What follows belongs to an exercise in optimizing a design on an open flow for small area; a production flow would make more cautious choices. Function was checked by simulation only, so behaviour that the tests miss may differ from the original. Power figures rest on the tool's default switching activity, not on a simulated workload.

$ cat flow/design.v
`default_nettype none
module Decoder_7seg(
    input wire [3:0] D,
    output wire [7:0] SEG
);
assign SEG[0] = (~D[3] & ~D[2] & ~D[1]) | (D[3] & D[1] & ~D[0]);
assign SEG[1] = (D[2] & D[0]);
assign SEG[2] = (D[3] & ~D[2] & ~D[0]);
assign SEG[3] = (~D[3] & ~D[2] & D[0]) | (D[3] & D[1] & ~D[0]);
assign SEG[4] = (D[2] & ~D[0]) | (~D[3] & ~D[2] & D[0]) | (D[3] & D[1]);
assign SEG[5] = (~D[3] & ~D[2] & ~D[1]) | (D[3] & ~D[1] & ~D[0]);
assign SEG[6] = (~D[3] & ~D[2]);
assign SEG[7] = 1'b1;
endmodule
`default_nettype wire
`default_nettype none
module FPGA_TOP (
  input   wire          RESET,
  input   wire          SW1,
  input   wire          CLK,
  input   wire          BTNU,
  input   wire          BTNL,
  input   wire          BTNC,
  input   wire          BTNR,
  input   wire          BTND,
  output  wire  [11:0]  SEG,
  output  wire  [15:0]  LED
  ) ;
localparam [3:0] DZ = 4'b0010;    
reg M;                         
always @ (posedge CLK) M <= SW1;
wire CHG = SW1 ^ M;            
wire RS  = RESET | CHG;        
wire QC, QNC, QR, QNR;
btnflt bfc (.CLK(CLK), .RST(RESET), .FI(CHG), .BTN(BTNC), .BTNQ(QC), .BTNQN(QNC));
btnflt bfr (.CLK(CLK), .RST(RESET | SW1), .FI(1'b0), .BTN(BTNR), .BTNQ(QR), .BTNQN(QNR));
reg T;
always @ (posedge CLK) begin
    if (RS) T <= 0;
    else T <= T ^ (M ? QNC : QC);
end
localparam IDLE = 2'd0, RUN = 2'd1, PAUSE = 2'd2, DONE_ST = 2'd3;
reg [1:0] ST;
wire IDLEs = (ST == IDLE);
wire RUNs = (ST == RUN);
reg [9:0] P;
wire W100  = P[6] & P[5] & P[2];                         
wire W1000 = P[9] & P[8] & P[7] & P[6] & P[5] & P[3];    
wire SWT = M & T & W100;                                  
wire PEN = M & T | RUNs;
wire PCLR = RS | SWT | RUNs & W1000;
wire [10:0] PC;
assign PC[0] = PEN;
genvar i;
generate for (i = 0; i < 10; i = i + 1) begin : pinc
    assign PC[i+1] = PC[i] & P[i];
    always @ (posedge CLK) P[i] <= ~PCLR & (P[i] ^ PC[i]);
end endgenerate
reg [15:0] S;
reg [15:0] VI;                 
wire [15:0] V = ~VI;
wire [15:0] SU, VD;
wire [3:0] S9, VZ;
generate for (i = 0; i < 4; i = i + 1) begin : dg
    dig_up   u (.D(S[4*i+3:4*i]), .Q(SU[4*i+3:4*i]), .TOP(S9[i]));
    dig_down d (.D(V[4*i+3:4*i]), .Q(VD[4*i+3:4*i]), .ZERO(VZ[i]));
end endgenerate
wire SEN = QR | SWT;
wire [3:0] SE = {SEN & S9[0] & S9[1] & S9[2], SEN & S9[0] & S9[1], SEN & S9[0], SEN};
wire C0 = VZ[0] & W1000;
wire [3:0] VE = {C0 & VZ[1] & VZ[2], C0 & VZ[1], C0, RUNs & W1000};
wire DN = &VZ & ~IDLEs;
integer k;
reg [15:0] VN;                 
always @ (*) begin
    if (RS) VN[3:0] = DZ;
    else if (IDLEs) VN[3:0] = S[3:0];
    else if (VE[0]) VN[3:0] = VD[3:0];
    else VN[3:0] = V[3:0];
    for (k = 1; k < 4; k = k + 1) begin
        if (RS) VN[4*k +: 4] = DZ;
        else if (VE[k]) VN[4*k +: 4] = VD[4*k +: 4];
        else if (IDLEs) VN[4*k +: 4] = S[4*k +: 4];
        else VN[4*k +: 4] = V[4*k +: 4];
    end
end
always @ (posedge CLK) begin
    for (k = 0; k < 4; k = k + 1) begin
        if (RS) S[4*k +: 4] <= DZ;
        else if (SE[k]) S[4*k +: 4] <= SU[4*k +: 4];
    end
    VI <= ~VN;
end
always @ (posedge CLK) begin
    if (RESET | SW1 | M) ST <= IDLE;
    else case (ST)
        IDLE:  if (T) ST <= RUN;
        RUN:   if (DN) ST <= DONE_ST; else if (~T) ST <= PAUSE;
        PAUSE: if (T) ST <= RUN;
        default: if (~T) ST <= IDLE;
    endcase
end
reg [3:0] SC;
reg [1:0] A;
wire SCF  = ~SC[3] & ~(SC[1] ^ SC[0]) | SC[3] & ~SC[2] & SC[0];
wire SC10 = SC[3] & ~SC[2] & ~SC[0];
always @ (posedge CLK) begin
    SC[3:1] <= RS ? 3'd0 : SC[2:0];
    SC[0]   <= ~RESET & (CHG | SCF);
    if (RS) A <= 0;
    else if (SC10) A <= A + 2'd1;
end
reg [3:0] D;
always @(*) begin
    case (A)
        2'd0: D = V[3:0];
        2'd1: D = V[7:4];
        2'd2: D = V[11:8];
        default: D = V[15:12];
    endcase
    if (CHG) D = DZ;
end
wire [7:0] SEGD;
Decoder_7seg dec (.D(D), .SEG(SEGD));
assign SEG[7:0] = SEGD;
assign SEG[8]  = ~(CHG | A == 2'd0);
assign SEG[9]  = ~(~CHG & A == 2'd1);
assign SEG[10] = ~(~CHG & A == 2'd2);
assign SEG[11] = ~(~CHG & A == 2'd3);
assign LED = 16'd0;
endmodule
`default_nettype wire
`default_nettype none
module btnflt(
    input wire CLK, RST, BTN,
    input wire FI,            
    output reg BTNQ,          
    output wire BTNQN         
);
reg [6:0] SI;                 
wire [6:0] S = ~SI;
wire FB   = S[6] ^ S[5];
wire TERM = S[0] & S[1] & S[2] & S[4] & S[6];                 
wire ISI  = ~S[0] & ~S[1] & ~S[2] & ~S[3] & ~S[4] & ~S[5];    
wire ISC  = S[0] & ~S[1] & ~S[2] & ~S[3] & ~S[4] & ~S[5] & ~S[6];   
wire CLR  = RST | FI | TERM;
assign BTNQN = ISC & BTN;
always @ (posedge CLK) begin
    SI[6:2] <= ~(CLR ? 5'd0 : S[5:1]);
    SI[1]   <= ~(CLR ? (TERM & BTN & ~RST & ~FI) : S[0]);    
    SI[0]   <= ~(RST ? 1'b0 : (FI | ISI) ? BTN : TERM ? 1'b0 : FB);
    BTNQ   <= ~(RST | FI) & BTNQN;
end
endmodule
`default_nettype wire
`default_nettype none
module dig_up(
    input wire [3:0] D,
    output wire [3:0] Q,
    output wire TOP
);
assign Q[0] = (D[1]);
assign Q[1] = (D[2]);
assign Q[2] = (D[3]);
assign Q[3] = (~D[3] & ~D[2] & D[0]) | (D[3] & ~D[0]);
assign TOP = (~D[3] & ~D[1] & ~D[0]);
endmodule
`default_nettype wire
`default_nettype none
module dig_down(
    input wire [3:0] D,
    output wire [3:0] Q,
    output wire ZERO
);
assign Q[0] = (~D[3] & D[2]) | (~D[2] & D[1] & D[0]) | (D[3] & ~D[2]);
assign Q[1] = (D[0]);
assign Q[2] = (D[1]);
assign Q[3] = (D[2]);
assign ZERO = (~D[3] & D[1] & ~D[0]);
endmodule
`default_nettype wire
$ cat flow/flow/run.sh
#!/bin/bash
# The standard layout (the standard.sh, ORFS) with these changes:
#  - after synthesis the logic is re-mapped for area and every logic cell
#    gets its smallest drive strength (flow/resynth.tcl, run at the start of
#    the floorplan step; registers are kept as synthesis made them),
#  - port buffers are sky130_fd_sc_hd__buf_1 instead of ORFS's pick,
#  - the constant outputs share one tie cell each for 0 and 1,
#  - clock tree synthesis uses sky130_fd_sc_hd__clkbuf_4 and no dummy loads.
set -euo pipefail
bash standard.sh \
  "FOOTPRINT_TCL=$PWD/flow/resynth.tcl" \
  "BUFFER_PORTS_ARGS=-buffer_cell sky130_fd_sc_hd__buf_1" \
  "SKIP_REPAIR_TIE_FANOUT=1" \
  "CTS_ARGS=-sink_clustering_enable -repair_clock_nets -dont_use_dummy_load -buf_list sky130_fd_sc_hd__clkbuf_4" \
  finish > flow_make.log 2>&1
$ cat flow/flow/resynth.tcl
# Sourced in the floorplan step (FOOTPRINT_TCL), before any placement:
#  - remove the buffers synthesis inserted,
#  - give every logic cell the smallest drive strength of its kind,
#  - re-map the logic between the registers for area (OpenROAD restructure,
#    twice), then downsize again.
# Registers are not touched. The later repair steps size up or buffer again
# where slew, load or timing needs it.
proc my_downsize {} {
  set n 0
  foreach inst [get_cells *] {
    set master [get_property $inst ref_name]
    if { ![regexp {^(sky130_fd_sc_hd__[a-z0-9]+)_([0-9]+)$} $master -> base drive] } { continue }
    if { [regexp {^sky130_fd_sc_hd__(df|sdf|edf|dl|conb|tap|fill|decap|clk)} $base] } { continue }
    set best ""
    set best_area 1e9
    foreach cell [get_lib_cells */${base}_*] {
      set name [get_property $cell name]
      if { ![regexp "^${base}_\[0-9\]+\$" $name] } { continue }
      if { [get_property $cell dont_use] } { continue }
      set a [get_property $cell area]
      if { $a < $best_area } { set best_area $a; set best $name }
    }
    if { $best ne "" && $best ne $master } {
      replace_cell $inst $best
      incr n
    }
  }
  puts "resynth.tcl: $n cells downsized"
}
proc my_area {} {
  set a 0
  foreach inst [get_cells *] {
    set a [expr { $a + [get_property [get_lib_cells */[get_property $inst ref_name]] area] }]
  }
  return $a
}
puts "resynth.tcl: area at start [my_area]"
remove_buffers
my_downsize
set rmp_dir [file join $::env(WORK_HOME) rmp]
file mkdir $rmp_dir
foreach pass {1 2} {
  restructure -target area -liberty_file [lindex $::env(LIB_FILES) 0] \
    -tielo_port [join $::env(TIELO_CELL_AND_PORT) /] -tiehi_port [join $::env(TIEHI_CELL_AND_PORT) /] \
    -work_dir $rmp_dir -abc_logfile [file join $rmp_dir abc_$pass.log]
  puts "resynth.tcl: area after restructure pass $pass [my_area]"
}
my_downsize
puts "resynth.tcl: area at end [my_area]"
$ cat flow/standard.sh
#!/bin/bash
# synth_recipe.tcl (not shown) runs the flow's synth.tcl, then flattens the netlist and writes it again
# the make line also repeats each setting of config.mk as NAME=value (left out here)
make -C /OpenROAD-flow-scripts/flow DESIGN_CONFIG=/design/flow/config.mk WORK_HOME=/design/flow/orfs CLKGATE_MAP_FILE= SYNTH_SCRIPT=/design/flow/synth_recipe.tcl "${@:-finish}"
$ cat flow/config.mk
export PLATFORM = sky130hd
export DESIGN_NAME = FPGA_TOP
export DESIGN_NICKNAME = FPGA_TOP
export VERILOG_FILES = /design/flow/design.v
export SDC_FILE = /design/flow/constraint.sdc
export NUM_CORES = 4
export LEC_CHECK = 0
export ABC_AREA = 1
export CAP_MARGIN = 20
export CORE_MARGIN = 2
export CORE_UTILIZATION = 75
export PLACE_DENSITY = 0.75
export SLEW_MARGIN = 20
$ cat flow/constraint.sdc
create_clock -name core_clock -period 10.0 [get_ports {CLK}]
set_input_delay 2.0000 -clock core_clock [delete_from_list [all_inputs] [get_ports {CLK}]]
set_output_delay 2.0000 -clock core_clock [all_outputs]
set_load 0.01 [all_outputs]
==> results of run 1 <==
final cells by class:
class                   count  area, um^2  share of cell area (%)
clock buffers               9        67.6                    2.23
inverters                  57         214                    7.05
multi-input cells         212        1250                    41.4
flip-flops and latches     68        1360                    44.9
well taps                  52        65.1                    2.14
repair buffers             17        71.3                    2.35
layer usage:
layer  wire length (um)  up-vias
met2               2520       53
met3                304        2
li1                   -     1314
met4                 29        0
met1               2900     1165
met5                  0        -
metrics by stage:
step | total power [uW] | setup slack, ns | std cells | utilization, %
after detailed placement | 300 | 4.48 | 406 | 68.6
after floorplan | 295 | 4.94 | 337 | -
after global routing | 432 | 4.19 | 415 | 70.2
after global placement | 300 | 4.53 | 406 | 68.6
after CTS | 419 | 4.47 | 415 | 70.2
final | 415 | 4.44 | 415 | 70.2
worst paths after layout:
path         startpoint   endpoint  slack, ns  depth (start not counted)
max                 SW1     SEG[5]       4.44                          9
min           bfc.SI[3]  bfc.SI[4]       0.43                          1
max reg2reg           M      S[13]       5.88                         10
min reg2reg   bfc.SI[3]  bfc.SI[4]       0.43                          1
kinds of logic (layout without fill, tap and decap cells):
group | count (synthesis) | count (layout)
xor+xnor | 2 | 1
compound gates | 91 | 110
other cells | 2 | 2
buf+inv | 95 | 83
simple gates | 184 | 99
fa+ha+maj | 13 | 0
flops | 68 | 68
flip-flops by register name, summed over array words and instances (netlist names), named ones only:
register,cells
VI,16
S,12
P,10
bfc.SI,7
bfr.SI,7
SC,4
A,2
ST,2
M,1
T,1
bfc.BTNQ,1
bfr.BTNQ,1
layout by cell type, fill, tap and decap left out, drive strengths merged, types with 2 or more instances in the layout:
cell     netlist  layout
nand2         90       7
nand4          3       3
a222oi         0       2
or3            0      13
o32a           0       2
a221oi         0       3
a21oi         24      21
o21a           2       3
nor4           0       7
a221o          0       2
o221ai         0      20
a31oi          1       3
buf           22      17
a211oi         1       5
clkbuf         1       9
a22oi          0      10
o21ai         44      21
nor3          10      10
o2bb2ai        0       2
nor2          52      41
clkinv         0      57
nand3         22       9
conb           2       2
o22ai          3      10
dfxtp         68      68
and2           0       5
critical path: cells and delay by family:
family	cells	cell delay, ns
simple gates	3	0.29
buf+inv	4	0.76
compound gates	2	0.51
power by group through the flow:
stage,logic (uW),registers [uW],clock network [uW]
2_1_floorplan,13.9,281,0
3_3_place_gp,18.6,281,0
3_5_place_dp,18.9,281,0
4_1_cts,19.0,275,125
5_1_grt,21.5,276,135
6_report,19.0,275,121
==> flow_metrics.env, run 1 <==
export IMPL_place_congestion=0.886
export IMPL_grt_pass1_vias=2271
export IMPL_p_sw_uw=95.2
export IMPL_gr_usage_met3_pct=5.27
export IMPL_drc=0
export IMPL_ir_worst_vdd_mv=0.108
export IMPL_synth_compound_area_share_pct=15.6
export IMPL_hold_viol_final=0
export IMPL_yosysMostFrequentCell="nand2_1"
export IMPL_areaGrowthSynthToFinish_pct=-9.62
export IMPL_yosysSeqAreaShare_pct=40.6
export IMPL_yosysWarnings=2
export IMPL_synthArstFlopShare_pct=0
export IMPL_cts_resized=0
export IMPL_cts_hold_buf=0
export IMPL_grt_use_met2_pct=37.5
export IMPL_synth_adder_area_share_pct=4.85
export IMPL_viasPerCell=6.11
export IMPL_synthFlopType="dfxtp_1"
export IMPL_power_frac_seq_pct=66.3
export IMPL_cell_internal_pwr_uw=320
export IMPL_fillers=374
export IMPL_yosys_area_share_simple_pct=25.0
export IMPL_cap_violations=0
export IMPL_leakage_uw=0.00104
export IMPL_wl_per_cell_um=13.9
export IMPL_avgSynthCellArea_um2=7.38
export IMPL_first_pass_iters=4
export IMPL_grt_total_usage_pct=24.9
export IMPL_gr_total_overflow=0
export IMPL_cp_start_kind="input pin"
export IMPL_powerDensity_nw_per_um2=137
export IMPL_max_clock_path_buffers=2
export IMPL_cts_max_level=3
export IMPL_dieHeight_um=70.9
export IMPL_std_cell_rows=24
export IMPL_worstPathRequired_ns=8.00
export IMPL_coreArea_um2=4320
export IMPL_grt_setup_unrepaired="false"
export IMPL_grt_pass1_wl_um=10000
export IMPL_synth_top_family_by_area="simple AND/OR/NAND/NOR gates"
export IMPL_cts_made_buffers=9
export IMPL_path_max_fanout=8
export IMPL_fin_skew_ns=0.0285
export IMPL_ant_nets=0
export IMPL_clock_latency_ns=0.39
export IMPL_num_vias=2534
export IMPL_synth_top_area_share_pct=40.6
export IMPL_syn_area_um2=3360
export IMPL_ys_ff_latch=68
export IMPL_period_needed_ns=5.56
export IMPL_hold_slack_ns=0.432
export IMPL_drive_gt1_share_pct=3.03
export IMPL_pin_count=36
export IMPL_initial_core_util_pct=77.6
export IMPL_power_switching_share_pct=22.9
export IMPL_synth_xor_area_share_pct=0.522
export IMPL_maxSlewViolCount=0
export IMPL_cts_root_buf="clkbuf_4"
export IMPL_cts_tree="built"
export IMPL_die_x_um=70.9
export IMPL_cts_sinks=68
export IMPL_worst_pin_slew_ns=0.954
export IMPL_antenna_found_initial=0
export IMPL_cp_common_cell="nor2_1"
export IMPL_cp_end_kind="output pin"
export IMPL_finalInstanceArea_um2=3030
export IMPL_wirelength_um=5750
export IMPL_syn_inst=455
export IMPL_synth_area_leader_cell="dfxtp_1"
export IMPL_slowest_delay_ns=0.32
export IMPL_antennaDiodeCount=0
export IMPL_hpwl_um=4040
export IMPL_fin_crit_sh_pct=55.6
export IMPL_portBuffers=15
export IMPL_p_comb_share_pct=4.6
export IMPL_grt_max_degree=25
export IMPL_synth_commonest_cells="nand2_1 (87), inv_1 (70), dfxtp_1 (68)"
export IMPL_synth_edff_count=0
export IMPL_cp_data_arrival_time_ns=3.56
export IMPL_path_class="input pin to output pin"
export IMPL_crit_slowest_cell="o2bb2ai_1"
export IMPL_maxSlewHeadroom_pct=35.9
export IMPL_setup_tns_ns=0
export IMPL_p_clk_share_pct=29.1
export IMPL_postPlaceCellArea_um2=2970
export IMPL_finish_net_count=373
export IMPL_top_usage_layer="met2"
export IMPL_synthMuxAreaShare_pct=0
export IMPL_worstPathCellList="buf_1 -> o2bb2ai_1 -> clkinv_1 -> o221ai_1 -> clkinv_1 -> nor2_1 -> nor2_1 -> nor2_1 -> buf_1"
export IMPL_die_area_um2=5030
export IMPL_synth_cell_types=38
export IMPL_setup_viol=0
export IMPL_status="no timing/DRC/antenna violations"
export IMPL_drt_iter0_drc=202
export IMPL_grt_use_met1_pct=34.1
export IMPL_fmax_mhz=180
export IMPL_cts_clk_slew_worst_paths_ns=0.09
export IMPL_hold_class="register to register"
export IMPL_synth_area_leaders="dfxtp_1 (41%), nand2_1 (9.7%), inv_1 (7.8%), o21ai_0 (6.1%), nor2_1 (5.3%)"
export IMPL_cts_setup_buffers=0
==> inputs of run 2 (changes only) <==
--- a/flow/design.v
+++ b/flow/design.v
@@ -39,7 +39,7 @@
     if (RS) T <= 0;
     else T <= T ^ (M ? QNC : QC);
 end
-localparam IDLE = 2'd0, RUN = 2'd1, PAUSE = 2'd2, DONE_ST = 2'd3;
+localparam IDLE = 2'd0, RUN = 2'd3, PAUSE = 2'd1, DONE_ST = 2'd2;
 reg [1:0] ST;
 wire IDLEs = (ST == IDLE);
 wire RUNs = (ST == RUN);
==> run 2 against run 1 <==
  * Synthesized cell count decreased by 4.2%
  * Critical path depth decreased by 1
  * Non-clock buffer count unchanged
  * Flip-flop and latch count unchanged
  * Routed wire length decreased by 0.73%
  * Clock power about the same
  * Maximum frequency decreased by 0.68%
  * Register-to-register slack improved by 0.16 ns
  * Clock-buffer cell count unchanged
  * Global-route usage increased by 0.23 points
  * Utilization decreased by 0.18 points
  * Clock skew increased by 0.0011 ns
==> flow_metrics.env, run 2 <==
export IMPL_grt_total_usage_pct=25.1
export IMPL_synthFlopType="dfxtp_1"
export IMPL_grt_pass1_vias=2143
export IMPL_die_x_um=70.1
export IMPL_wl_per_cell_um=13.9
export IMPL_path_class="input pin to output pin"
export IMPL_grt_max_degree=25
export IMPL_hpwl_um=4070
export IMPL_holdPathStages=2
export IMPL_fin_skew_ns=0.0296
export IMPL_synth_commonest_cells="nand2_1 (72), dfxtp_1 (68), inv_1 (64)"
export IMPL_yosysWarnings=2
export IMPL_worstPathRequired_ns=8.00
export IMPL_first_pass_iters=5
export IMPL_worstRegToRegCells=10
export IMPL_worst_pin_slew_ns=0.881
export IMPL_num_vias=2508
export IMPL_finish_net_count=368
export IMPL_rr_endpoint="S[13]"
export IMPL_wirelength_um=5710
export IMPL_cts_max_level=3
export IMPL_initial_core_util_pct=76.4
export IMPL_cts_resized=0
export IMPL_yosysSeqAreaShare_pct=41.5
export IMPL_setup_viol=0
export IMPL_antennaDiodeCount=0
export IMPL_coreArea_um2=4290
export IMPL_mostFrequentLayoutCell="dfxtp_1"
export IMPL_areaGrowthSynthToFinish_pct=-8.36
export IMPL_power_total_uw=414
export IMPL_hp_start="SC[1]"
export IMPL_viasPerCell=6.12
export IMPL_drive_gt1_share_pct=3.07
export IMPL_maxSlewViolCount=0
export IMPL_synth_area_leader_cell="dfxtp_1"
export IMPL_cts_hold_buf=0
export IMPL_cap_violations=0
export IMPL_synthArstFlopShare_pct=0
export IMPL_instances_no_fill=410
export IMPL_place_inst=401
export IMPL_dieHeight_um=70.1
export IMPL_std_cell_rows=24
export IMPL_hold_viol_final=0
export IMPL_cp_end_kind="output pin"
export IMPL_drc=0
export IMPL_cts_root_buf="clkbuf_4"
export IMPL_setup_tns_ns=0
export IMPL_synth_area_leaders="dfxtp_1 (42%), nand2_1 (8.2%), inv_1 (7.3%), o21ai_0 (5.5%), nor2_1 (5.2%)"
export IMPL_ir_worst_vdd_mv=0.0908
export IMPL_reg_top3="VI: 16 flops, S: 12 flops, P: 10 flops"
export IMPL_cts_sinks=68
export IMPL_maxSlewHeadroom_pct=40.7
export IMPL_period_needed_ns=5.60
export IMPL_synth_edff_count=0
export IMPL_path_max_fanout=8
export IMPL_clock_latency_ns=0.40
export IMPL_regMostFlops="VI"
export IMPL_place_ws_ns=4.44
export IMPL_drt_iter0_drc=198
export IMPL_hold_path_end="SC[2]"
export IMPL_fin_crit_sh_pct=56.0
export IMPL_mostFrequentLayoutCells="dfxtp_1 (68), clkinv_1 (54), nor2_1 (36), o21ai_0 (24), a21oi_1 (23)"
export IMPL_cp_start_kind="input pin"
export IMPL_synth_cell_types=35
export IMPL_ant_nets=0
export IMPL_gr_total_overflow=0
export IMPL_powerDensity_nw_per_um2=138
export IMPL_r2r_slack_ns=6.04
export IMPL_grt_pass1_wl_um=9840
export IMPL_ys_ff_latch=68
export IMPL_cts_setup_buffers=0
export IMPL_avgSynthCellArea_um2=7.52
export IMPL_leakage_uw=0.000986
export IMPL_timing_rr_start="M"
export IMPL_fin_ws_ns=4.40
export IMPL_hold_class="register to register"
export IMPL_largest_reg_flops=16
export IMPL_cts_made_buffers=9
export IMPL_pin_count=36
export IMPL_cp_data_arrival_time_ns=3.60
export IMPL_yosysMostFrequentCell="nand2_1"
export IMPL_status="no timing/DRC/antenna violations"
export IMPL_place_congestion=0.884
export IMPL_max_clock_path_buffers=2
export IMPL_cts_tree="built"
export IMPL_die_area_um2=4920
export IMPL_portBuffers=15
export IMPL_fillers=368
export IMPL_antenna_found_initial=0
export IMPL_cts_clk_slew_worst_paths_ns=0.08
export IMPL_syn_area_um2=3280
export IMPL_syn_inst=436
export IMPL_fmax_mhz=179
export IMPL_grt_setup_unrepaired="false"
export IMPL_synth_top_area_share_pct=41.5
## run 2: layer usage
layer  global-route usage, %  vias up  wire length (um)
met5                       0        -                 0
met4                    9.83        0                93
met3                    6.49       10               280
met2                    36.8       56              2430
met1                    35.5     1143              2900
li1                        -     1299                 -
## run 2: worst max path at each step
stage,from,end,slack [ns],cells past startpoint
after floorplan,SW1,SEG[5],4.94,7
after global placement,SW1,SEG[2],4.52,8
after detailed placement,SW1,SEG[2],4.44,8
after CTS,SW1,SEG[2],4.43,8
after global routing,SW1,SEG[4],4.22,9
final,SW1,SEG[2],4.40,8
## run 2: through the flow
step                hold slack [ns]  util [%]  area, um^2
floorplan                     0.401         -        2800
global placement              0.415      68.4        2940
detailed placement            0.422      68.4        2940
CTS                           0.451      70.0        3010
global route                  0.469      70.0        3010
finish                        0.446      70.0        3010
## run 2: layout make-up
cell class / count / area [um^2] / share of cell area (%)
repair buffers: 17 / 71.3 / 2.37
multi-input cells: 210 / 1240 / 41.2
well taps: 52 / 65.1 / 2.16
inverters: 54 / 203 / 6.74
flip-flops and latches: 68 / 1360 / 45.3
clock buffers: 9 / 67.6 / 2.25
## run 2: critical path, stage by stage
cell and delay (ns):
buf_1 0.12, o2bb2ai_1 0.33, clkinv_1 0.31, o221ai_1 0.18
clkinv_1 0.19, nor2_1 0.16, and2_0 0.15, buf_1 0.16
## run 2: where the power goes
part,total [uW],switching [uW],internal (uW),leakage (uW)
sequential,275,1.93,273,0.000550
clock,120,78.6,41.8,0.0000414
combinational,19.0,14.1,4.88,0.000394
total,414,94.7,320,0.000986
## run 2: logic make-up after synthesis
family	after synthesis	share of synthesized area (%)
compound gates	95	17.2
xor+xnor	2	0.534
fa+ha+maj	13	4.96
buf+inv	90	12.7
flops	68	41.5
other cells	2	0.229
simple gates	166	22.9
==> inputs of run 3 (changes only) <==
--- a/flow/design.v
+++ b/flow/design.v
@@ -101,21 +101,21 @@
     endcase
 end
 reg [3:0] SC;
-reg [1:0] A;
+reg [1:0] A;                    
 wire SCF  = ~SC[3] & ~(SC[1] ^ SC[0]) | SC[3] & ~SC[2] & SC[0];
 wire SC10 = SC[3] & ~SC[2] & ~SC[0];
 always @ (posedge CLK) begin
     SC[3:1] <= RS ? 3'd0 : SC[2:0];
     SC[0]   <= ~RESET & (CHG | SCF);
     if (RS) A <= 0;
-    else if (SC10) A <= A + 2'd1;
+    else if (SC10) A <= {A[0], ~A[1]};
 end
 reg [3:0] D;
 always @(*) begin
     case (A)
         2'd0: D = V[3:0];
         2'd1: D = V[7:4];
-        2'd2: D = V[11:8];
+        2'd3: D = V[11:8];
         default: D = V[15:12];
     endcase
     if (CHG) D = DZ;
@@ -125,8 +125,8 @@
 assign SEG[7:0] = SEGD;
 assign SEG[8]  = ~(CHG | A == 2'd0);
 assign SEG[9]  = ~(~CHG & A == 2'd1);
-assign SEG[10] = ~(~CHG & A == 2'd2);
-assign SEG[11] = ~(~CHG & A == 2'd3);
+assign SEG[10] = ~(~CHG & A == 2'd3);
+assign SEG[11] = ~(~CHG & A == 2'd2);
 assign LED = 16'd0;
 endmodule
 `default_nettype wire
==> run 3 against run 2 <==
  * Critical path depth unchanged
  * Clock skew decreased by 0.011 ns
  * Critical path type unchanged
  * Power increased by 0.37%
  * Flip-flop and latch count unchanged
==> flow_metrics.env, run 3 <==
export IMPL_cap_violations=0
export IMPL_regMostFlops="VI"
export IMPL_setup_viol=0
export IMPL_cts_max_level=3
export IMPL_dieHeight_um=70.3
export IMPL_yosysSeqAreaShare_pct=41.3
export IMPL_path_max_fanout=8
export IMPL_std_cell_rows=24
export IMPL_worst_pin_slew_ns=0.976
export IMPL_cts_setup_buffers=0
export IMPL_grt_pass1_vias=2270
export IMPL_clock_latency_ns=0.40
export IMPL_p_sw_uw=95.6
export IMPL_hp_start="bfc.SI[3]"
export IMPL_path_buf_inv=3
export IMPL_gr_total_overflow=0
export IMPL_place_congestion=0.824
export IMPL_antennaDiodeCount=0
export IMPL_synth_area_leader_cell="dfxtp_1"
export IMPL_drc=0
export IMPL_hold_viol_final=0
export IMPL_first_pass_iters=4
export IMPL_path_class="input pin to output pin"
export IMPL_worstRegToRegCells=10
export IMPL_fin_ws_ns=4.21
export IMPL_synthArstFlopShare_pct=0
export IMPL_syn_area_um2=3290
export IMPL_powerDensity_nw_per_um2=139
export IMPL_initial_core_util_pct=76.7
export IMPL_cell_internal_pwr_uw=320
export IMPL_reg_top3="VI: 16 flops, S: 12 flops, P: 10 flops"
export IMPL_drive_gt1_share_pct=3.08
export IMPL_drt_iter0_drc=146
export IMPL_hpwl_um=4060
export IMPL_crit_start="SW1"
export IMPL_yosysWarnings=2
export IMPL_ys_ff_latch=68
export IMPL_syn_inst=434
export IMPL_coreArea_um2=4290
export IMPL_mostFrequentLayoutCells="dfxtp_1 (68), clkinv_1 (56), nor2_1 (41), o21ai_0 (20), a21oi_1 (16)"
export IMPL_cts_clk_slew_worst_paths_ns=0.09
export IMPL_cts_sinks=68
export IMPL_rr_endpoint="S[13]"
export IMPL_r2r_slack_ns=5.11
export IMPL_grt_pass1_wl_um=9920
export IMPL_power_frac_seq_pct=66.2
export IMPL_wirelength_um=5630
export IMPL_avgSynthCellArea_um2=7.59
export IMPL_pin_count=36
export IMPL_synth_cell_types=40
export IMPL_post_route_util_pct=69.8
export IMPL_maxSlewViolCount=0
export IMPL_ant_nets=0
export IMPL_synthFlopType="dfxtp_1"
export IMPL_fin_skew_ns=0.0190
export IMPL_fin_crit_sh_pct=57.9
export IMPL_grt_setup_unrepaired="false"
export IMPL_synth_commonest_cells="nand2_1 (71), dfxtp_1 (68), inv_1 (60)"
export IMPL_areaGrowthSynthToFinish_pct=-8.96
export IMPL_fmax_mhz=173
export IMPL_synth_area_leaders="dfxtp_1 (41%), nand2_1 (8.1%), inv_1 (6.8%), nor2_1 (5.0%), o21ai_0 (5.0%)"
export IMPL_p_comb_share_pct=4.9
export IMPL_postPlaceCellArea_um2=2930
export IMPL_setup_tns_ns=0
export IMPL_die_area_um2=4940
export IMPL_viasPerCell=6.08
export IMPL_cts_root_buf="clkbuf_4"
export IMPL_place_ws_ns=4.23
export IMPL_worstPathRequired_ns=8.00
export IMPL_cts_hold_buf=0
export IMPL_grt_max_degree=29
export IMPL_timing_rr_start="M"
export IMPL_antenna_found_initial=0
export IMPL_max_clock_path_buffers=2
export IMPL_cp_end_kind="output pin"
export IMPL_holdPathStages=1
export IMPL_synth_edff_count=0
export IMPL_cts_tree="built"
export IMPL_status="no timing/DRC/antenna violations"
export IMPL_largest_reg_flops=16
export IMPL_portBuffers=15
export IMPL_crit_slowest_cell="a2bb2oi_1"
export IMPL_hold_path_end="bfc.SI[4]"
export IMPL_critPathTopFamily="compound AO/OA/AOI/OAI gates"
export IMPL_worstPathCellList="buf_1 -> a2bb2oi_1 -> o221ai_1 -> nand2_1 -> clkinv_1 -> nand2_1 -> o211ai_1 -> buf_1"
export IMPL_maxSlewHeadroom_pct=34.3
export IMPL_ir_worst_vdd_mv=0.123
export IMPL_p_clk_share_pct=29.0
export IMPL_period_needed_ns=5.79
export IMPL_wl_per_cell_um=13.8
export IMPL_die_x_um=70.3
export IMPL_yosysMostFrequentCell="nand2_1"
export IMPL_grt_total_usage_pct=25.5
export IMPL_mostFrequentLayoutCell="dfxtp_1"
export IMPL_hold_class="register to register"
export IMPL_cp_data_arrival_time_ns=3.79
export IMPL_finish_net_count=367
export IMPL_cp_start_kind="input pin"
export IMPL_cts_made_buffers=9
export IMPL_cts_resized=0
export IMPL_num_vias=2487
export IMPL_leakage_uw=0.00103
export IMPL_slowest_delay_ns=0.63
export IMPL_finalInstanceArea_um2=3000
export IMPL_power_switching_share_pct=23.0
export IMPL_synth_top_area_share_pct=41.3
## run 3: changes by cell type after synthesis, sizes merged, moves of 2 or more
cell | before | now
o22ai | 3 | 0
ha | 13 | 9
nand3 | 22 | 29
buf | 21 | 23
inv | 67 | 65
## run 3: cell type report
type | instances | area [um^2]
repair buffers | 16 | 63.8
clock buffers | 9 | 67.6
well taps | 52 | 65.1
multi-input cells | 208 | 1230
fillers | 355 | 1290
inverters | 56 | 210
flip-flops and latches | 68 | 1360
## run 3: per-stage QoR
stage,std cells,hold WS [ns],power (uW)
floorplan,332,0.401,296
global placement,400,0.413,301
detailed placement,400,0.417,302
CTS,409,0.433,420
global route,409,0.442,432
finish,409,0.429,416
## run 3: worst max-delay path by stage
stage,end,depth (start not counted)
after floorplan,SEG[3],6
after global placement,SEG[4],8
after detailed placement,SEG[4],8
after CTS,SEG[4],8
after global routing,SEG[4],8
final,SEG[4],8
## run 3: kinds of logic (layout without fill, tap and decap cells)
family | after synthesis | in the layout | share of synthesized area (%)
buffers and inverters | 89 | 81 | 12.5
AOI/OAI and AO/OA | 92 | 105 | 16.8
other | 2 | 2 | 0.228
adders and majority gates | 9 | 0 | 3.42
and+or+nand+nor | 171 | 100 | 24.7
DFF | 68 | 68 | 41.3
xor gates and xnor gates | 3 | 1 | 1.03
## run 3: power by group through the flow
| stage | Sequential [uW] | Combinational [uW] | Clock [uW] |
|---|---|---|---|
| after detailed placement | 282 | 20.2 | 0 |
| final | 275 | 20.3 | 121 |
| after global routing | 276 | 23.1 | 133 |
| after floorplan | 281 | 14.7 | 0 |
| after global placement | 282 | 19.8 | 0 |
| after CTS | 275 | 20.2 | 124 |
## run 3: layer usage
layer  vias up  global-route usage (%)  share of wire (%)  wire length (um)
met5         -                       0                  0                 0
met4         0                    12.0                2.0               114
met3        12                    6.49                5.2               293
met2        53                    40.7                 46              2620
met1      1148                    32.4                 46              2610
li1       1274                       -                  -                 -
==> inputs of run 4 (changes only) <==
--- a/flow/design.v
+++ b/flow/design.v
@@ -34,16 +34,18 @@
 wire QC, QNC, QR, QNR;
 btnflt bfc (.CLK(CLK), .RST(RESET), .FI(CHG), .BTN(BTNC), .BTNQ(QC), .BTNQN(QNC));
 btnflt bfr (.CLK(CLK), .RST(RESET | SW1), .FI(1'b0), .BTN(BTNR), .BTNQ(QR), .BTNQN(QNR));
-reg T;
+reg TI;                        
+wire T = ~TI;
 always @ (posedge CLK) begin
-    if (RS) T <= 0;
-    else T <= T ^ (M ? QNC : QC);
+    if (RS) TI <= 1;
+    else TI <= ~(T ^ (M ? QNC : QC));
 end
 localparam IDLE = 2'd0, RUN = 2'd3, PAUSE = 2'd1, DONE_ST = 2'd2;
 reg [1:0] ST;
 wire IDLEs = (ST == IDLE);
 wire RUNs = (ST == RUN);
-reg [9:0] P;
+reg [9:0] PI;                  
+wire [9:0] P = ~PI;
 wire W100  = P[6] & P[5] & P[2];                         
 wire W1000 = P[9] & P[8] & P[7] & P[6] & P[5] & P[3];    
 wire SWT = M & T & W100;                                  
@@ -54,7 +56,7 @@
 genvar i;
 generate for (i = 0; i < 10; i = i + 1) begin : pinc
     assign PC[i+1] = PC[i] & P[i];
-    always @ (posedge CLK) P[i] <= ~PCLR & (P[i] ^ PC[i]);
+    always @ (posedge CLK) PI[i] <= PCLR | ~(P[i] ^ PC[i]);
 end endgenerate
 reg [15:0] S;
 reg [15:0] VI;                 
==> run 4 against run 3 <==
  * Highest routed layer unchanged
  * Die area fell by 1.2%
  * Power fell by 1.4%
  * Area after synthesis fell by 1.3%
  * Largest cell class unchanged
  * Maximum frequency rose by 1.4%
  * Sequential share of layout area rose by 0.25 points
==> flow_metrics.env, run 4 <==
export IMPL_status="no timing/DRC/antenna violations"
export IMPL_maxSlewViolCount=0
export IMPL_cap_violations=0
export IMPL_die_area_um2=4880
export IMPL_cts_setup_buffers=0
export IMPL_max_clock_path_buffers=2
export IMPL_grt_setup_unrepaired="false"
export IMPL_synth_cell_types=37
export IMPL_antenna_found_initial=0
export IMPL_cts_hold_buf=0
export IMPL_worst_pin_slew_ns=0.732
export IMPL_synthFlopType="dfxtp_1"
export IMPL_regMostFlops="VI"
export IMPL_critPathTopFamily="compound AO/OA/AOI/OAI gates"
export IMPL_mostFrequentLayoutCells="dfxtp_1 (68), clkinv_1 (59), nor2_1 (30), a21oi_1 (21)"
export IMPL_path_buf_inv=3
export IMPL_power_total_uw=410
export IMPL_place_congestion=0.817
export IMPL_place_ws_ns=4.34
export IMPL_hpwl_um=4240
export IMPL_reg_top3="VI: 16 flops, S: 12 flops, PI: 10 flops"
export IMPL_first_pass_iters=4
export IMPL_yosysWarnings=2
export IMPL_fin_ws_ns=4.30
export IMPL_drive_gt1_share_pct=3.67
export IMPL_powerDensity_nw_per_um2=138
export IMPL_ir_worst_vdd_mv=0.0974
export IMPL_leakage_uw=0.000960
export IMPL_ys_ff_latch=68
export IMPL_slowest_delay_ns=0.60
export IMPL_cts_clk_slew_worst_paths_ns=0.09
export IMPL_routed_top_layer="met4"
export IMPL_ant_nets=0
export IMPL_finalInstanceArea_um2=2980
export IMPL_dieHeight_um=69.8
export IMPL_initial_core_util_pct=79.5
export IMPL_largest_reg_flops=16
export IMPL_synth_top_area_share_pct=41.9
export IMPL_syn_inst=444
export IMPL_hold_slack_ns=0.413
export IMPL_path_max_fanout=9
export IMPL_routed_wl_met3_um=320
export IMPL_period_needed_ns=5.70
export IMPL_synth_commonest_cells="nand2_1 (88), dfxtp_1 (68), inv_1 (63)"
export IMPL_synthArstFlopShare_pct=0
export IMPL_antennaDiodeCount=0
export IMPL_viasPerCell=6.21
export IMPL_path_class="input pin to output pin"
export IMPL_crit_slowest_cell="o2bb2ai_1"
export IMPL_clock_latency_ns=0.40
export IMPL_fmax_mhz=175
export IMPL_cts_made_buffers=9
export IMPL_coreArea_um2=4090
export IMPL_cts_resized=0
export IMPL_hold_class="register to register"
export IMPL_cts_max_level=3
export IMPL_wirelength_um=5830
export IMPL_cp_start_kind="input pin"
export IMPL_fin_skew_ns=0.0381
export IMPL_worstPathRequired_ns=8.00
export IMPL_pin_count=36
export IMPL_num_vias=2510
export IMPL_synth_area_leader_cell="dfxtp_1"
export IMPL_postPlaceCellArea_um2=2910
export IMPL_die_x_um=69.8
export IMPL_setup_viol=0
export IMPL_m1WireLength_um=2790
export IMPL_cp_end_kind="output pin"
export IMPL_drt_iter0_drc=198
export IMPL_synth_area_leaders="dfxtp_1 (42%), nand2_1 (10%), inv_1 (7.3%), nor2_1 (5.2%), buf_4 (4.2%)"
export IMPL_synth_edff_count=0
export IMPL_portBuffers=15
export IMPL_mostFrequentLayoutCell="dfxtp_1"
export IMPL_drc=0
export IMPL_areaGrowthSynthToFinish_pct=-8.24
export IMPL_worstPathCellList="buf_1 -> o2bb2ai_1 -> o221ai_1 -> nand2_1 -> clkinv_1 -> nand2_1 -> o211ai_1 -> buf_1"
export IMPL_cts_sinks=68
export IMPL_cts_tree="built"
export IMPL_finish_net_count=364
export IMPL_yosysMostFrequentCell="nand2_1"
export IMPL_avgSynthCellArea_um2=7.32
export IMPL_cp_data_arrival_time_ns=3.70
export IMPL_hold_viol_final=0
export IMPL_cts_root_buf="clkbuf_4"
export IMPL_gr_total_overflow=0
export IMPL_yosysSeqAreaShare_pct=41.9
export IMPL_grt_total_usage_pct=25.6
export IMPL_grt_pass1_wl_um=10100
export IMPL_syn_area_um2=3250
export IMPL_wl_met2_um=2590
export IMPL_setup_tns_ns=0
export IMPL_wl_per_cell_um=14.4
export IMPL_std_cell_rows=23
export IMPL_fin_crit_sh_pct=57.0
export IMPL_grt_pass1_vias=2242
export IMPL_grt_max_degree=26
export IMPL_maxSlewHeadroom_pct=50.7
run 4: cell families (layout without fill, tap and decap cells):
kind of cell | after synthesis | count (layout) | synth area share [%]
AO/OA/AOI/OAI | 87 | 105 | 15.4
AND/OR/NAND/NOR | 186 | 92 | 25.4
flip-flops | 68 | 68 | 41.9
XOR/XNOR | 3 | 1 | 1.04
other | 2 | 2 | 0.231
adder cells (fa/ha/maj) | 9 | 0 | 3.46
buffers and inverters | 89 | 86 | 12.6
run 4: worst paths after layout:
kind | cells after the start | to | slack, ns | from
worst max register to register | 10 | S[13] | 6.06 | M
worst max-delay path | 8 | SEG[4] | 4.30 | SW1
worst min register to register | 1 | bfr.SI[4] | 0.41 | bfr.SI[3]
worst min-delay path | 1 | bfr.SI[4] | 0.41 | bfr.SI[3]
run 4: worst reg2reg max path: stages (launching register included):
cell	delay (ns)
dfxtp_1	0.40
clkinv_1	0.15
nor3_1	0.32
nor2_1	0.17
nor4_1	0.42
clkinv_1	0.28
nor4_1	0.45
clkinv_1	0.28
nor4_1	0.70
clkinv_1	0.31
a221o_1	0.40
run 4: power breakdown:
group / internal (uW) / leakage (uW) / switching [uW] / total, uW
Clock: 41.8 / 0.0000414 / 76.5 / 118
Sequential: 273 / 0.000551 / 1.58 / 274
Combinational: 4.49 / 0.000367 / 13.4 / 17.9
Total: 319 / 0.000960 / 91.4 / 410
run 4: routing by layer:
metal	up-vias	global-route usage, %
met5	-	0
met4	0	12.4
met3	13	4.36
met2	73	39.5
met1	1149	34.9
li1	1275	-
run 4: area by class of cell:
cell class	count	area [um^2]
flip-flops and latches	68	1360
well taps	50	62.6
fillers	335	1100
multi-input cells	200	1190
repair buffers	18	78.8
inverters	59	221
clock buffers	9	67.6
run 4: through the flow:
step / util (%) / instances
detailed placement: 71.2 / 395
CTS: 72.9 / 404
finish: 73.0 / 404
floorplan: - / 327
global route: 73.0 / 404
global placement: 71.2 / 395
==> inputs of run 5 (changes only) <==
--- a/flow/design.v
+++ b/flow/design.v
@@ -34,18 +34,16 @@
 wire QC, QNC, QR, QNR;
 btnflt bfc (.CLK(CLK), .RST(RESET), .FI(CHG), .BTN(BTNC), .BTNQ(QC), .BTNQN(QNC));
 btnflt bfr (.CLK(CLK), .RST(RESET | SW1), .FI(1'b0), .BTN(BTNR), .BTNQ(QR), .BTNQN(QNR));
-reg TI;                        
-wire T = ~TI;
+reg T;
 always @ (posedge CLK) begin
-    if (RS) TI <= 1;
-    else TI <= ~(T ^ (M ? QNC : QC));
+    if (RS) T <= 0;
+    else T <= T ^ (M ? QNC : QC);
 end
 localparam IDLE = 2'd0, RUN = 2'd3, PAUSE = 2'd1, DONE_ST = 2'd2;
 reg [1:0] ST;
 wire IDLEs = (ST == IDLE);
 wire RUNs = (ST == RUN);
-reg [9:0] PI;                  
-wire [9:0] P = ~PI;
+reg [9:0] P;
 wire W100  = P[6] & P[5] & P[2];                         
 wire W1000 = P[9] & P[8] & P[7] & P[6] & P[5] & P[3];    
 wire SWT = M & T & W100;                                  
@@ -56,7 +54,7 @@
 genvar i;
 generate for (i = 0; i < 10; i = i + 1) begin : pinc
     assign PC[i+1] = PC[i] & P[i];
-    always @ (posedge CLK) PI[i] <= PCLR | ~(P[i] ^ PC[i]);
+    always @ (posedge CLK) P[i] <= ~PCLR & (P[i] ^ PC[i]);
 end endgenerate
 reg [15:0] S;
 reg [15:0] VI;                 
@@ -103,21 +101,21 @@
     endcase
 end
 reg [3:0] SC;
-reg [1:0] A;                    
+reg [1:0] A;
 wire SCF  = ~SC[3] & ~(SC[1] ^ SC[0]) | SC[3] & ~SC[2] & SC[0];
 wire SC10 = SC[3] & ~SC[2] & ~SC[0];
 always @ (posedge CLK) begin
     SC[3:1] <= RS ? 3'd0 : SC[2:0];
     SC[0]   <= ~RESET & (CHG | SCF);
     if (RS) A <= 0;
-    else if (SC10) A <= {A[0], ~A[1]};
+    else if (SC10) A <= A + 2'd1;
 end
 reg [3:0] D;
 always @(*) begin
     case (A)
         2'd0: D = V[3:0];
         2'd1: D = V[7:4];
-        2'd3: D = V[11:8];
+        2'd2: D = V[11:8];
         default: D = V[15:12];
     endcase
     if (CHG) D = DZ;
@@ -127,8 +125,8 @@
 assign SEG[7:0] = SEGD;
 assign SEG[8]  = ~(CHG | A == 2'd0);
 assign SEG[9]  = ~(~CHG & A == 2'd1);
-assign SEG[10] = ~(~CHG & A == 2'd3);
-assign SEG[11] = ~(~CHG & A == 2'd2);
+assign SEG[10] = ~(~CHG & A == 2'd2);
+assign SEG[11] = ~(~CHG & A == 2'd3);
 assign LED = 16'd0;
 endmodule
 `default_nettype wire
--- a/flow/flow/resynth.tcl
+++ b/flow/flow/resynth.tcl
@@ -47,3 +47,21 @@
 }
 my_downsize
 puts "resynth.tcl: area at end [my_area]"
+# One tie cell has both a high and a low output: let one cell drive both
+# constants when synthesis used one cell for each.
+set block [ord::get_db_block]
+set ties {}
+foreach inst [$block getInsts] {
+  if { [[$inst getMaster] getName] eq "sky130_fd_sc_hd__conb_1" } { lappend ties $inst }
+}
+if { [llength $ties] == 2 } {
+  foreach { a b } $ties break
+  if { [[$a findITerm HI] getNet] ne "NULL" } { foreach { a b } [list $b $a] break }
+  set hi [[$b findITerm HI] getNet]
+  if { [[$a findITerm HI] getNet] eq "NULL" && [[$b findITerm LO] getNet] eq "NULL" && $hi ne "NULL" } {
+    [$b findITerm HI] disconnect
+    [$a findITerm HI] connect $hi
+    odb::dbInst_destroy $b
+    puts "resynth.tcl: tie cells merged"
+  }
+}
==> run 5 against run 4 <==
  * Area after synthesis rose by 0.89%
  * The run now fails in 2_1_floorplan
  * Synthesized cell count down 1.8%
==> flow_metrics.env, run 5 <==
export IMPL_initial_core_util_pct=76.4
export IMPL_yosysSeqAreaShare_pct=41.5
export IMPL_synth_commonest_cells="nand2_1 (72), dfxtp_1 (68), inv_1 (64)"
export IMPL_synth_area_leaders="dfxtp_1 (42%), nand2_1 (8.2%), inv_1 (7.3%), o21ai_0 (5.5%), nor2_1 (5.2%)"
export IMPL_ys_ff_latch=68
export IMPL_lastStage="2_1_floorplan"
export IMPL_syn_inst=436
export IMPL_yosysMostFrequentCell="nand2_1"
export IMPL_avgSynthCellArea_um2=7.52
export IMPL_die_x_um=70.1
export IMPL_synth_area_leader_cell="dfxtp_1"
export IMPL_syn_area_um2=3280
export IMPL_yosysWarnings=2
export IMPL_std_cell_rows=24
export IMPL_dieHeight_um=70.1
export IMPL_synth_top_area_share_pct=41.5
export IMPL_synthArstFlopShare_pct=0
export IMPL_error="[ERROR EST-0104] inconsistent parasitics state"
export IMPL_status="aborted with a tool error"
export IMPL_synthFlopType="dfxtp_1"
export IMPL_synth_edff_count=0
export IMPL_synth_cell_types=35
run 5: cell count changes after synthesis, sizes merged, moves of 2 or more:
cell	before	now
nand2	91	76
ha	9	13
nand4	7	3
o211ai	18	21
o22ai	0	3
a21oi	25	27
nor3b	2	0
o31ai	3	1
or2	1	3
run 5: kinds of logic after synthesis:
family,share of synthesized area [%]
adder cells (fa/ha/maj),4.96
buffers and inverters,12.7
XOR/XNOR,0.534
flip-flops,41.5
AO/OA/AOI/OAI,17.2
other,0.229
AND/OR/NAND/NOR,22.9

## static timing again, ports no longer ideal
How much do the figures lean on ideal ports? The routed layouts below were timed once more, with nothing changed but the port constraints.
Step 1 assumes that a clkbuf_16 drives the clock port and a buf_2 every other input.
Step 2 also shifts input and output timing later by t, the mid clock arrival at the registers, as if the neighbouring blocks saw the same clock.
a / b / c = no drivers / after step 1 / after step 2; a / b = the first two.
| run | shift t [ns] | slack for setup (ns) | latest minus earliest clock arrival (ns) | worst register clock-pin slew, ns | worst data-port slew with drivers (ns) |
|---|---|---|---|---|---|
| run 1 | 0.403 | 4.440 / 4.421 / 4.421 | 0.028 / 0.029 | 0.10 / 0.10 | 0.03 |
| run 2 | 0.408 | 4.402 / 4.379 / 4.379 | 0.030 / 0.030 | 0.11 / 0.11 | 0.03 |
| run 3 | 0.415 | 4.214 / 4.189 / 4.189 | 0.019 / 0.019 | 0.10 / 0.10 | 0.03 |
| run 4 | 0.409 | 4.297 / 4.275 / 4.275 | 0.038 / 0.038 | 0.11 / 0.11 | 0.03 |
After both steps setup and hold are still met in every run listed. The setup slack of run 3, which loses most, moves by -0.025 ns with the drivers and by -0.025 ns with both steps.
